Background: an optimization exercise with open tools, aiming at small area, a short achievable clock period and few clock cycles. Do not read the settings as production practice.
At most, simulation tests tie the RTL to the original design; equivalence was not proved.
Power figures rest on the tool's default switching activity, not on a simulated workload.

// MatrixMultUnit
module MatrixMultUnit(
  input  wire reset_n,
  input  wire clk,
  input  wire dut_valid,
  output wire dut_ready,
  output wire        dut__tb__sram_input_write_enable,
  output wire [15:0] dut__tb__sram_input_write_address,
  output wire [31:0] dut__tb__sram_input_write_data,
  output wire [15:0] dut__tb__sram_input_read_address,
  input  wire [31:0] tb__dut__sram_input_read_data,
  output wire        dut__tb__sram_weight_write_enable,
  output wire [15:0] dut__tb__sram_weight_write_address,
  output wire [31:0] dut__tb__sram_weight_write_data,
  output wire [15:0] dut__tb__sram_weight_read_address,
  input  wire [31:0] tb__dut__sram_weight_read_data,
  output wire        dut__tb__sram_result_write_enable,
  output wire [15:0] dut__tb__sram_result_write_address,
  output wire [31:0] dut__tb__sram_result_write_data,
  output wire [15:0] dut__tb__sram_result_read_address,
  input  wire [31:0] tb__dut__sram_result_read_data,
  output wire        dut__tb__sram_scratchpad_write_enable,
  output wire [15:0] dut__tb__sram_scratchpad_write_address,
  output wire [31:0] dut__tb__sram_scratchpad_write_data,
  output wire [15:0] dut__tb__sram_scratchpad_read_address,
  input  wire [31:0] tb__dut__sram_scratchpad_read_data
);
localparam S_IDLE  = 3'd0;
localparam S_LOAD0 = 3'd1;    
localparam S_LOAD1 = 3'd2;    
localparam S_LOAD2 = 3'd3;    
  ...
clock: 10.0 ns
lec_check: 0
abc_clock_period_in_ps: 3000
cap_margin: 20
core_margin: 2
core_utilization: 65
slew_margin: 20
synth_hierarchical: 1
standard.sh (not shown) runs the stock make flow with config.mk's settings and CLKGATE_MAP_FILE= SYNTH_SCRIPT=/design/flow/synth_recipe.tcl, a recipe that flattens the netlist after the stock synthesis.
==> flow/flow/run.sh <==
#!/bin/bash
# The standard layout (standard synthesis included), with timing repair
# aiming at 6.85 ns of setup slack instead of 0.
set -euo pipefail
bash standard.sh SETUP_SLACK_MARGIN=6.85 finish > standard_flow.log 2>&1
Testbench counts at the start, summed over its fixed seeds: cycles 565,141.
==> next run, changes <==
--- a/flow/design.v
+++ b/flow/design.v
@@ -46,24 +46,23 @@
 reg  [6:0]  tl;
 reg  [4:0]  jl;
 reg  [8:0]  nd;
 reg  [10:0] a_addr, a_base;
 reg  [11:0] b_addr, b_base;
 reg  [10:0] waddr;
 reg  [2:0]  dcnt;
 wire lt = (t == tl);
 wire lj = (j == jl);
 wire li = (i == n_r);
-reg        is_z;         
-reg  [4:0] b_step;       
+wire is_z = (phase == P_Z);
 wire [10:0] a_inc = a_addr + 11'd1;
-wire [11:0] b_inc = b_addr + {7'd0, b_step};
+wire [11:0] b_inc = b_addr + (is_z ? {7'd0, d_r} : 12'd1);
 wire [11:0] b_col = b_base + 12'd1;
 wire [11:0] nd2 = {2'b00, nd, 1'b0};
 wire [10:0] nd3 = {2'b00, nd} + {1'b0, nd, 1'b0};
 always @(posedge clk or negedge reset_n) begin
   if (!reset_n) begin
     state <= S_IDLE;
     busy  <= 1'b0;
   end else begin
     case (state)
       S_IDLE:  if (dut_valid) begin state <= S_LOAD0; busy <= 1'b1; end
@@ -93,22 +92,20 @@
       d_r <= tb__dut__sram_weight_read_data[4:0];
     end
     S_LOAD2: begin
       phase  <= P_QKV;
       m      <= 2'd0;
       t      <= 7'd1;
       j      <= 5'd1;
       i      <= 5'd1;
       tl     <= k_r;
       jl     <= d_r;
-      is_z   <= 1'b0;
-      b_step <= 5'd1;
       a_addr <= 11'd1;
       a_base <= 11'd1;
       b_addr <= 12'd1;
       b_base <= 12'd1;
     end
     S_RUN: begin
       if (!lt) begin
         t      <= t + 7'd1;
         a_addr <= a_inc;
         b_addr <= b_inc;
@@ -144,22 +141,20 @@
           end else if (phase == P_QKV) begin
             phase  <= P_S;
             tl     <= {2'b00, d_r};
             jl     <= n_r;
             a_addr <= 11'd0;
             a_base <= 11'd0;
             b_addr <= {3'b000, nd};
             b_base <= {3'b000, nd};
           end else if (phase == P_S) begin
             phase  <= P_Z;
-            is_z   <= 1'b1;
-            b_step <= d_r;
             tl     <= {2'b00, n_r};
             jl     <= d_r;
             a_addr <= nd3;
             a_base <= nd3;
             b_addr <= nd2;
             b_base <= nd2;
           end else begin
             phase  <= P_END;
             a_addr <= a_base;
             b_addr <= b_base;
The new run passed the timing, design-rule and antenna checks; sequential power is about the same; routed wire length went up by 1.3%; design area went down by about 1.2%; count of clock-buffer cells in the layout went down by 11; combinational power went up by about 1%; via count went down by about 1.6%; critical path depth went up by 1; flip-flop and latch count went down by 6; hold slack degrades by 3.9 ps.
The RTL of the second run of this note was laid out without a check of its function.

afterwards: timing with drivers on the ports:
No port has a modelled driver above. Below, the same layouts with a new extraction and two added sets of constraints. Step 1, drivers: a clkbuf_16 drives clk and a buf_2 each remaining input, both assumed. Step 2 also shifts input and output timing later by t, the mid clock arrival at the registers, as if the neighbouring blocks saw the same clock. a / b / c = ideal / step 1 / step 2; a / b = the first two.
| run | t, ns | setup slack, ns | worst slew at a driven data input, ns |
|---|---|---|---|
| the first run | 0.671 | 6.836 / 6.771 / 6.874 | 0.10 |
| the second run | 0.670 | 6.771 / 6.710 / 6.807 | 0.09 |
After both steps setup and hold are still met in every run listed.
